What follows belongs to an exercise in optimizing a design on an open flow for small area, a short achievable clock period and few clock cycles per item; a production flow would make more cautious choices.
The RTL was checked by simulation tests, not by an equivalence proof against the original design.
No activity file was given, so power comes from the tool's default toggle rates.

== try-xenon ==
==> flow/design.v <==
module SME(clk,reset,chardata,isstring,ispattern,valid,match,match_index);
integer i;
input clk;
input reset;
input [7:0] chardata;
input isstring;
input ispattern;
output reg match;
output reg [4:0] match_index;
output reg valid;
reg  [6:0]  s [0:31];
reg  [31:0] v;
reg  [31:0] D;
reg  [4:0]  q;
reg  [1:0]  Xh;       
reg  [2:0]  Xl;       
reg  [3:0]  Hgt;      
reg  [3:0]  Heq;      
reg  [7:0]  Lge;      
reg         isstring_R, ispattern_R, pwc;
wire [6:0] c         = chardata[6:0];
wire       newstring = isstring & ~isstring_R;
wire       isdot     = (c == 7'h2E);
wire       isdollar  = (c == 7'h24);
wire       iscaret   = (c == 7'h5E);
wire       init      = ~ispattern_R | pwc;    
function [15:0] xtab;    
	input [4:0] x;
	integer k;
	begin
		for (k = 0; k < 4; k = k + 1) begin
			xtab[k] = (k > x[4:3]);
			xtab[4 + k] = (k == x[4:3]);
		end
		for (k = 0; k < 8; k = k + 1) begin
			xtab[8 + k] = (k >= x[2:0]);
		end
	end
endfunction
wire [31:0] first, sp, M, Dn;
genvar g;
generate
for (g = 0; g < 32; g = g + 1) begin : pos
	localparam integer N = (g + 1) % 32;
	assign first[g] = (q == (g + 31) % 32);
	assign sp[g]    = ~s[g][6] & ~|s[g][4:0];
	assign M[g]     = v[g] & (isdot | (s[g] == c));
	assign Dn[g]    = isdollar ? (D[g] & (~v[N] | sp[N] | first[N]))
	                           : (M[N] & (init ? (~pwc | first[N] | sp[g]) : (D[g] & ~first[N])));
end
endgenerate
wire       match_n;
wire [4:0] index_n;
SME_result result (.D(D), .Hgt(Hgt), .Heq(Heq), .Lge(Lge), .Xh(Xh), .Xl(Xl),
                   .match(match_n), .index(index_n));
always @(posedge clk) begin
	for (i = 0; i < 31; i = i + 1)
		s[i] <= s[i+1];
	s[31] <= isstring ? c : s[0];
	v <= {isstring | v[0], v[31:1] & {31{~newstring}}};
	q <= newstring ? 5'd30 : q - 5'd1;
	if (init) begin
		Xh <= q[4:3];
		Xl <= q[2:0];
		{Lge, Heq, Hgt} <= xtab(q);
	end
	pwc <= ispattern & iscaret;
	isstring_R <= isstring;
	ispattern_R <= ispattern;
	D <= Dn;
	match <= match_n;
	match_index <= index_n;
	valid <= ~reset & ispattern_R & ~ispattern;
end
endmodule
module SME_result(D, Hgt, Heq, Lge, Xh, Xl, match, index);
input  [31:0] D;
input  [3:0]  Hgt;
input  [3:0]  Heq;
input  [7:0]  Lge;
input  [1:0]  Xh;
input  [2:0]  Xl;
output        match;
output [4:0]  index;
wire [31:0] G, hi;
genvar g;
generate
for (g = 0; g < 32; g = g + 1) begin : pos
	assign G[g] = Hgt[g / 8] | (Heq[g / 8] & Lge[g % 8]);
end
endgenerate
assign hi = D & G;
function [5:0] pe32;    
	input [31:0] x;
	reg [15:0] a1; reg [15:0] i1;           
	reg [7:0]  a2; reg [15:0] i2;           
	reg [3:0]  a3; reg [11:0] i3;           
	reg [1:0]  a4; reg [7:0]  i4;
	integer k;
	begin
		for (k = 0; k < 16; k = k + 1) begin
			a1[k] = x[2*k] | x[2*k+1];
			i1[k] = ~x[2*k];
		end
		for (k = 0; k < 8; k = k + 1) begin
			a2[k] = a1[2*k] | a1[2*k+1];
			i2[2*k +: 2] = a1[2*k] ? {1'b0, i1[2*k]} : {1'b1, i1[2*k+1]};
		end
		for (k = 0; k < 4; k = k + 1) begin
			a3[k] = a2[2*k] | a2[2*k+1];
			i3[3*k +: 3] = a2[2*k] ? {1'b0, i2[4*k +: 2]} : {1'b1, i2[4*k+2 +: 2]};
		end
		for (k = 0; k < 2; k = k + 1) begin
			a4[k] = a3[2*k] | a3[2*k+1];
			i4[4*k +: 4] = a3[2*k] ? {1'b0, i3[6*k +: 3]} : {1'b1, i3[6*k+3 +: 3]};
		end
		pe32 = {a4[0] | a4[1], a4[0] ? {1'b0, i4[3:0]} : {1'b1, i4[7:4]}};
	end
endfunction
wire [5:0] pH = pe32(hi);
wire [5:0] pA = pe32(D);
wire [4:0] J  = pH[5] ? pH[4:0] : pA[4:0];
reg  [23:0] LT;       
integer i;
always @* for (i = 0; i < 8; i = i + 1) LT[3*i +: 3] = i - Xl;
wire [2:0] lo = LT[3*J[2:0] +: 3];
wire       br = ~Lge[J[2:0]];
wire [1:0] h0 = J[4:3] - Xh;
wire [1:0] h1 = J[4:3] - Xh - 2'd1;
assign match = pA[5];
assign index = {br ? h1 : h0, lo};
endmodule
Settings: LEC_CHECK=0, CAP_MARGIN=20, CORE_MARGIN=2, CORE_UTILIZATION=40, CTS_BUF_LIST=sky130_fd_sc_hd__clkbuf_4 sky130_fd_sc_hd__clkbuf_8, SETUP_SLACK_MARGIN=4.6, SLEW_MARGIN=20, SYNTH_HIERARCHICAL=1, SYNTH_MINIMUM_KEEP_SIZE=0, TNS_END_PERCENT=5; clock period 7.0 ns.
run.sh (not shown) runs the stock make flow with config.mk's settings and CLKGATE_MAP_FILE= SYNTH_SCRIPT=/design/flow/synth_recipe.tcl, a recipe that flattens the netlist after the stock synthesis.
Testbench counts of try-xenon, summed over its fixed seeds: cycles 12,684, queries 1,536.
#### Input delta (try-raven over try-xenon)
==> flow/flow/run.sh (new file) <==
#!/bin/bash
set -euo pipefail
here=$(pwd)
dont_use=$(tr -s ' \n' ' ' < "$here/flow/dont_use.txt")
bash "$here/standard.sh" "DONT_USE_CELLS=$dont_use" finish > "$here/standard.log" 2>&1
==> flow/flow/dont_use.txt (new file) <==
 sky130_fd_sc_hd__probe_p_8 sky130_fd_sc_hd__probec_p_8 sky130_fd_sc_hd__lpflow_bleeder_1 sky130_fd_sc_hd__lpflow_clkbufkapwr_1 sky130_fd_sc_hd__lpflow_clkbufkapwr_16 sky130_fd_sc_hd__lpflow_clkbufkapwr_2 sky130_fd_sc_hd__lpflow_clkbufkapwr_4 sky130_fd_sc_hd__lpflow_clkbufkapwr_8 sky130_fd_sc_hd__lpflow_clkinvkapwr_1 sky130_fd_sc_hd__lpflow_clkinvkapwr_16 sky130_fd_sc_hd__lpflow_clkinvkapwr_2 sky130_fd_sc_hd__lpflow_clkinvkapwr_4 sky130_fd_sc_hd__lpflow_clkinvkapwr_8 sky130_fd_sc_hd__lpflow_decapkapwr_12 sky130_fd_sc_hd__lpflow_decapkapwr_3 sky130_fd_sc_hd__lpflow_decapkapwr_4 sky130_fd_sc_hd__lpflow_decapkapwr_6 sky130_fd_sc_hd__lpflow_decapkapwr_8 sky130_fd_sc_hd__lpflow_inputiso0n_1 sky130_fd_sc_hd__lpflow_inputiso0p_1 sky130_fd_sc_hd__lpflow_inputiso1n_1 sky130_fd_sc_hd__lpflow_inputiso1p_1 sky130_fd_sc_hd__lpflow_inputisolatch_1 sky130_fd_sc_hd__lpflow_isobufsrc_1 sky130_fd_sc_hd__lpflow_isobufsrc_16 sky130_fd_sc_hd__lpflow_isobufsrc_2 sky130_fd_sc_hd__lpflow_isobufsrc_4 sky130_fd_sc_hd__lpflow_isobufsrc_8 sky130_fd_sc_hd__lpflow_isobufsrckapwr_16 sky130_fd_sc_hd__lpflow_lsbuf_lh_hl_isowell_tap_1 sky130_fd_sc_hd__lpflow_lsbuf_lh_hl_isowell_tap_2 sky130_fd_sc_hd__lpflow_lsbuf_lh_hl_isowell_tap_4 sky130_fd_sc_hd__lpflow_lsbuf_lh_isowell_4 sky130_fd_sc_hd__lpflow_lsbuf_lh_isowell_tap_1 sky130_fd_sc_hd__lpflow_lsbuf_lh_isowell_tap_2 sky130_fd_sc_hd__lpflow_lsbuf_lh_isowell_tap_4 # # Define fill cells export FILL_CELLS ?= sky130_fd_sc_hd__fill_1 sky130_fd_sc_hd__fill_2 sky130_fd_sc_hd__fill_4 sky130_fd_sc_hd__fill_8   sky130_fd_sc_hd__or3_1 sky130_fd_sc_hd__or3_2 sky130_fd_sc_hd__or3_4 sky130_fd_sc_hd__or3b_1 sky130_fd_sc_hd__or3b_2 sky130_fd_sc_hd__or3b_4 sky130_fd_sc_hd__or4_1 sky130_fd_sc_hd__or4_2 sky130_fd_sc_hd__or4_4 sky130_fd_sc_hd__or4b_1 sky130_fd_sc_hd__or4b_2 sky130_fd_sc_hd__or4b_4 sky130_fd_sc_hd__or4bb_1 sky130_fd_sc_hd__or4bb_2 sky130_fd_sc_hd__or4bb_4 sky130_fd_sc_hd__mux4_1 sky130_fd_sc_hd__mux4_2 sky130_fd_sc_hd__mux4_4 sky130_fd_sc_hd__clkdlybuf4s15_1 sky130_fd_sc_hd__clkdlybuf4s15_2 sky130_fd_sc_hd__clkdlybuf4s18_1 sky130_fd_sc_hd__clkdlybuf4s18_2 sky130_fd_sc_hd__clkdlybuf4s25_1 sky130_fd_sc_hd__clkdlybuf4s25_2 sky130_fd_sc_hd__clkdlybuf4s50_1 sky130_fd_sc_hd__clkdlybuf4s50_2
==> flow/standard.sh (new file) <==
#!/bin/bash
# synth_recipe.tcl (not shown) runs the flow's synth.tcl, then flattens the netlist and writes it again
# the make line also repeats each setting of config.mk as NAME=value (left out here)
make -C /OpenROAD-flow-scripts/flow DESIGN_CONFIG=/design/flow/config.mk WORK_HOME=/design/flow/orfs CLKGATE_MAP_FILE= SYNTH_SCRIPT=/design/flow/synth_recipe.tcl "${@:-finish}"
removed: flow/run.sh
==> comparison <==
- Total wire length went down by a few percent going from try-xenon to try-raven.
- try-raven ends up with a maximum number of pins on one net before global-route repair that is about 16% lower than in try-xenon.
- | number of placed cells counting well taps | try-raven vs try-xenon | 21 higher |
- Comparing try-xenon and try-raven, the higher die area was measured on try-raven.
> inputs changed (try-raven -> try-sierra)
- CTS_CLUSTER_SIZE newly set to 28
- CTS_BUF_LIST changed from sky130_fd_sc_hd__clkbuf_4 sky130_fd_sc_hd__clkbuf_8 to sky130_fd_sc_hd__clkbuf_16
- CTS_CLUSTER_DIAMETER newly set to 90
==> flow/flow/run.sh <==
#!/bin/bash
set -euo pipefail
here=$(pwd)
dont_use=$(tr -s ' \n' ' ' < "$here/flow/dont_use.txt")
bash "$here/standard.sh" "DONT_USE_CELLS=$dont_use" ABC_DRIVER_CELL=sky130_fd_sc_hd__buf_2 finish > "$here/standard.log" 2>&1
==> flow/flow/dont_use.txt <==
 sky130_fd_sc_hd__probe_p_8 sky130_fd_sc_hd__probec_p_8 sky130_fd_sc_hd__lpflow_bleeder_1 sky130_fd_sc_hd__lpflow_clkbufkapwr_1 sky130_fd_sc_hd__lpflow_clkbufkapwr_16 sky130_fd_sc_hd__lpflow_clkbufkapwr_2 sky130_fd_sc_hd__lpflow_clkbufkapwr_4 sky130_fd_sc_hd__lpflow_clkbufkapwr_8 sky130_fd_sc_hd__lpflow_clkinvkapwr_1 sky130_fd_sc_hd__lpflow_clkinvkapwr_16 sky130_fd_sc_hd__lpflow_clkinvkapwr_2 sky130_fd_sc_hd__lpflow_clkinvkapwr_4 sky130_fd_sc_hd__lpflow_clkinvkapwr_8 sky130_fd_sc_hd__lpflow_decapkapwr_12 sky130_fd_sc_hd__lpflow_decapkapwr_3 sky130_fd_sc_hd__lpflow_decapkapwr_4 sky130_fd_sc_hd__lpflow_decapkapwr_6 sky130_fd_sc_hd__lpflow_decapkapwr_8 sky130_fd_sc_hd__lpflow_inputiso0n_1 sky130_fd_sc_hd__lpflow_inputiso0p_1 sky130_fd_sc_hd__lpflow_inputiso1n_1 sky130_fd_sc_hd__lpflow_inputiso1p_1 sky130_fd_sc_hd__lpflow_inputisolatch_1 sky130_fd_sc_hd__lpflow_isobufsrc_1 sky130_fd_sc_hd__lpflow_isobufsrc_16 sky130_fd_sc_hd__lpflow_isobufsrc_2 sky130_fd_sc_hd__lpflow_isobufsrc_4 sky130_fd_sc_hd__lpflow_isobufsrc_8 sky130_fd_sc_hd__lpflow_isobufsrckapwr_16 sky130_fd_sc_hd__lpflow_lsbuf_lh_hl_isowell_tap_1 sky130_fd_sc_hd__lpflow_lsbuf_lh_hl_isowell_tap_2 sky130_fd_sc_hd__lpflow_lsbuf_lh_hl_isowell_tap_4 sky130_fd_sc_hd__lpflow_lsbuf_lh_isowell_4 sky130_fd_sc_hd__lpflow_lsbuf_lh_isowell_tap_1 sky130_fd_sc_hd__lpflow_lsbuf_lh_isowell_tap_2 sky130_fd_sc_hd__lpflow_lsbuf_lh_isowell_tap_4 # # Define fill cells export FILL_CELLS ?= sky130_fd_sc_hd__fill_1 sky130_fd_sc_hd__fill_2 sky130_fd_sc_hd__fill_4 sky130_fd_sc_hd__fill_8   sky130_fd_sc_hd__or3_1 sky130_fd_sc_hd__or3_2 sky130_fd_sc_hd__or3_4 sky130_fd_sc_hd__or3b_1 sky130_fd_sc_hd__or3b_2 sky130_fd_sc_hd__or3b_4 sky130_fd_sc_hd__or4_1 sky130_fd_sc_hd__or4_2 sky130_fd_sc_hd__or4_4 sky130_fd_sc_hd__or4b_1 sky130_fd_sc_hd__or4b_2 sky130_fd_sc_hd__or4b_4 sky130_fd_sc_hd__or4bb_1 sky130_fd_sc_hd__or4bb_2 sky130_fd_sc_hd__or4bb_4 sky130_fd_sc_hd__mux4_1 sky130_fd_sc_hd__mux4_2 sky130_fd_sc_hd__mux4_4 sky130_fd_sc_hd__clkdlybuf4s15_1 sky130_fd_sc_hd__clkdlybuf4s15_2 sky130_fd_sc_hd__clkdlybuf4s18_1 sky130_fd_sc_hd__clkdlybuf4s18_2 sky130_fd_sc_hd__clkdlybuf4s25_1 sky130_fd_sc_hd__clkdlybuf4s25_2 sky130_fd_sc_hd__clkdlybuf4s50_1 sky130_fd_sc_hd__clkdlybuf4s50_2
 sky130_fd_sc_hd__buf_1 sky130_fd_sc_hd__clkbuf_1
--- outcome ---
Per the comparison of try-sierra with try-raven, critical path depth now larger; switching part of the total power has increased. Comparing try-sierra and try-raven, the lower initial core utilization is on try-sierra. Looking at clock skew, try-sierra sits 0.011 ns higher than try-raven does. Side by side, final period utilization turned out higher in try-sierra than in try-raven. Total clock buffers created by CTS (try-sierra over try-raven): decrease, 36. Worst hold slack (higher): try-raven. try-sierra was carried through to the last stage, and its layout satisfied the timing, DRC and antenna checks. Having completed the whole flow, try-raven delivered a layout that passed the timing, DRC and antenna checks. Looking at wire length of the first global-routing pass across both flows, try-sierra is the stronger of the two, with try-raven trailing. Synthesized-area fraction occupied by ao, oa, aoi and oai cells came out lower on try-sierra than on try-raven. Worst setup slack in try-sierra is 0.080 ns below try-raven. Diff try-raven -> try-sierra | cell area after layout | down by a few percent.
#### Input delta (try-violet over try-sierra)
- a change of CTS_BUF_LIST from sky130_fd_sc_hd__clkbuf_16 to sky130_fd_sc_hd__clkbuf_8 sky130_fd_sc_hd__clkbuf_16
- a change of CTS_CLUSTER_DIAMETER from 90 to 60
- a change of CTS_CLUSTER_SIZE from 28 to 25
==> flow/flow/run.sh <==
#!/bin/bash
set -euo pipefail
here=$(pwd)
dont_use=$(tr -s ' \n' ' ' < "$here/flow/dont_use.txt")
bash "$here/standard.sh" "DONT_USE_CELLS=$dont_use" finish > "$here/standard.log" 2>&1
==> comparison <==
The flow ended early for try-violet: it failed with a tool error in 1_2_yosys.
Input-level comparison between try-fjord and try-violet:
- CTS_CLUSTER_SIZE now 28, was 25
- CTS_CLUSTER_DIAMETER now 90, was 60
- CTS_BUF_LIST now sky130_fd_sc_hd__clkbuf_16, was sky130_fd_sc_hd__clkbuf_8 sky130_fd_sc_hd__clkbuf_16
- SETUP_SLACK_MARGIN now 4.3, was 4.6
==> flow/flow/dont_use.txt <==
 sky130_fd_sc_hd__probe_p_8 sky130_fd_sc_hd__probec_p_8 sky130_fd_sc_hd__lpflow_bleeder_1 sky130_fd_sc_hd__lpflow_clkbufkapwr_1 sky130_fd_sc_hd__lpflow_clkbufkapwr_16 sky130_fd_sc_hd__lpflow_clkbufkapwr_2 sky130_fd_sc_hd__lpflow_clkbufkapwr_4 sky130_fd_sc_hd__lpflow_clkbufkapwr_8 sky130_fd_sc_hd__lpflow_clkinvkapwr_1 sky130_fd_sc_hd__lpflow_clkinvkapwr_16 sky130_fd_sc_hd__lpflow_clkinvkapwr_2 sky130_fd_sc_hd__lpflow_clkinvkapwr_4 sky130_fd_sc_hd__lpflow_clkinvkapwr_8 sky130_fd_sc_hd__lpflow_decapkapwr_12 sky130_fd_sc_hd__lpflow_decapkapwr_3 sky130_fd_sc_hd__lpflow_decapkapwr_4 sky130_fd_sc_hd__lpflow_decapkapwr_6 sky130_fd_sc_hd__lpflow_decapkapwr_8 sky130_fd_sc_hd__lpflow_inputiso0n_1 sky130_fd_sc_hd__lpflow_inputiso0p_1 sky130_fd_sc_hd__lpflow_inputiso1n_1 sky130_fd_sc_hd__lpflow_inputiso1p_1 sky130_fd_sc_hd__lpflow_inputisolatch_1 sky130_fd_sc_hd__lpflow_isobufsrc_1 sky130_fd_sc_hd__lpflow_isobufsrc_16 sky130_fd_sc_hd__lpflow_isobufsrc_2 sky130_fd_sc_hd__lpflow_isobufsrc_4 sky130_fd_sc_hd__lpflow_isobufsrc_8 sky130_fd_sc_hd__lpflow_isobufsrckapwr_16 sky130_fd_sc_hd__lpflow_lsbuf_lh_hl_isowell_tap_1 sky130_fd_sc_hd__lpflow_lsbuf_lh_hl_isowell_tap_2 sky130_fd_sc_hd__lpflow_lsbuf_lh_hl_isowell_tap_4 sky130_fd_sc_hd__lpflow_lsbuf_lh_isowell_4 sky130_fd_sc_hd__lpflow_lsbuf_lh_isowell_tap_1 sky130_fd_sc_hd__lpflow_lsbuf_lh_isowell_tap_2 sky130_fd_sc_hd__lpflow_lsbuf_lh_isowell_tap_4 # # Define fill cells export FILL_CELLS ?= sky130_fd_sc_hd__fill_1 sky130_fd_sc_hd__fill_2 sky130_fd_sc_hd__fill_4 sky130_fd_sc_hd__fill_8   sky130_fd_sc_hd__or3_1 sky130_fd_sc_hd__or3_2 sky130_fd_sc_hd__or3_4 sky130_fd_sc_hd__or3b_1 sky130_fd_sc_hd__or3b_2 sky130_fd_sc_hd__or3b_4 sky130_fd_sc_hd__or4_1 sky130_fd_sc_hd__or4_2 sky130_fd_sc_hd__or4_4 sky130_fd_sc_hd__or4b_1 sky130_fd_sc_hd__or4b_2 sky130_fd_sc_hd__or4b_4 sky130_fd_sc_hd__or4bb_1 sky130_fd_sc_hd__or4bb_2 sky130_fd_sc_hd__or4bb_4 sky130_fd_sc_hd__mux4_1 sky130_fd_sc_hd__mux4_2 sky130_fd_sc_hd__mux4_4 sky130_fd_sc_hd__clkdlybuf4s15_1 sky130_fd_sc_hd__clkdlybuf4s15_2 sky130_fd_sc_hd__clkdlybuf4s18_1 sky130_fd_sc_hd__clkdlybuf4s18_2 sky130_fd_sc_hd__clkdlybuf4s25_1 sky130_fd_sc_hd__clkdlybuf4s25_2 sky130_fd_sc_hd__clkdlybuf4s50_1 sky130_fd_sc_hd__clkdlybuf4s50_2
Findings:
try-fjord: no failed stages, no open violations at the end.
[inputs] try-garnet vs try-fjord
- SETUP_SLACK_MARGIN now 4.6, was 4.3
- TNS_END_PERCENT now 1, was 5
### Flow results
In summary, try-garnet completed successfully, with a layout that passed the timing, DRC and antenna checks.
Sort try-garnet and try-fjord by fraction of power consumed by the clock network desc -> top: try-garnet
Comparing try-garnet and try-fjord, the lower routed length on met2 is on try-garnet.
Worst hold slack was lower in try-garnet than in try-fjord.
On half-perimeter wire length of the detailed placement result, try-garnet and try-fjord are basically level.
The higher combinational share of power of try-garnet and try-fjord is in try-fjord.

-- separate check: timing with driven ports --
How much do the figures lean on ideal ports? The routed layouts below were timed once more, with nothing changed but the port constraints.
Step 1 (the two cells are an assumption about what drives the block):
set clk [get_ports {clk}]
set_driving_cell -lib_cell sky130_fd_sc_hd__clkbuf_16 $clk
set_driving_cell -lib_cell sky130_fd_sc_hd__buf_2 [delete_from_list [all_inputs] $clk]
Step 2 adds t to the input delays and takes it off the output delays; t is the mean of the earliest and latest rising clock arrival at the registers after step 1. Input paths then give back, and output paths get back, about the clock's delay inside the block.
Slacks: no drivers / after step 1 / after step 2; pairs: no drivers / after step 1.
run | shift t [ns] | slack for setup (ns) | hold WS [ns] | worst register clock-pin slew, ns
try-xenon | 0.637 | 4.037 / 4.037 / 3.671 | 0.355 / 0.355 / 0.355 | 0.07 / 0.07
try-raven | 0.616 | 4.383 / 4.387 / 3.791 | 0.361 / 0.361 / 0.361 | 0.06 / 0.06
try-sierra | 0.570 | 4.304 / 4.304 / 3.931 | 0.356 / 0.356 / 0.356 | 0.11 / 0.11
try-fjord | 0.558 | 4.192 / 4.218 / 3.659 | 0.365 / 0.365 / 0.365 | 0.11 / 0.11
try-garnet | 0.553 | 4.331 / 4.331 / 3.812 | 0.359 / 0.359 / 0.359 | 0.11 / 0.11
After both steps setup and hold are still met in every run listed. The setup slack of try-raven, which loses most, moves by +0.004 ns with the drivers and by -0.592 ns with both steps.
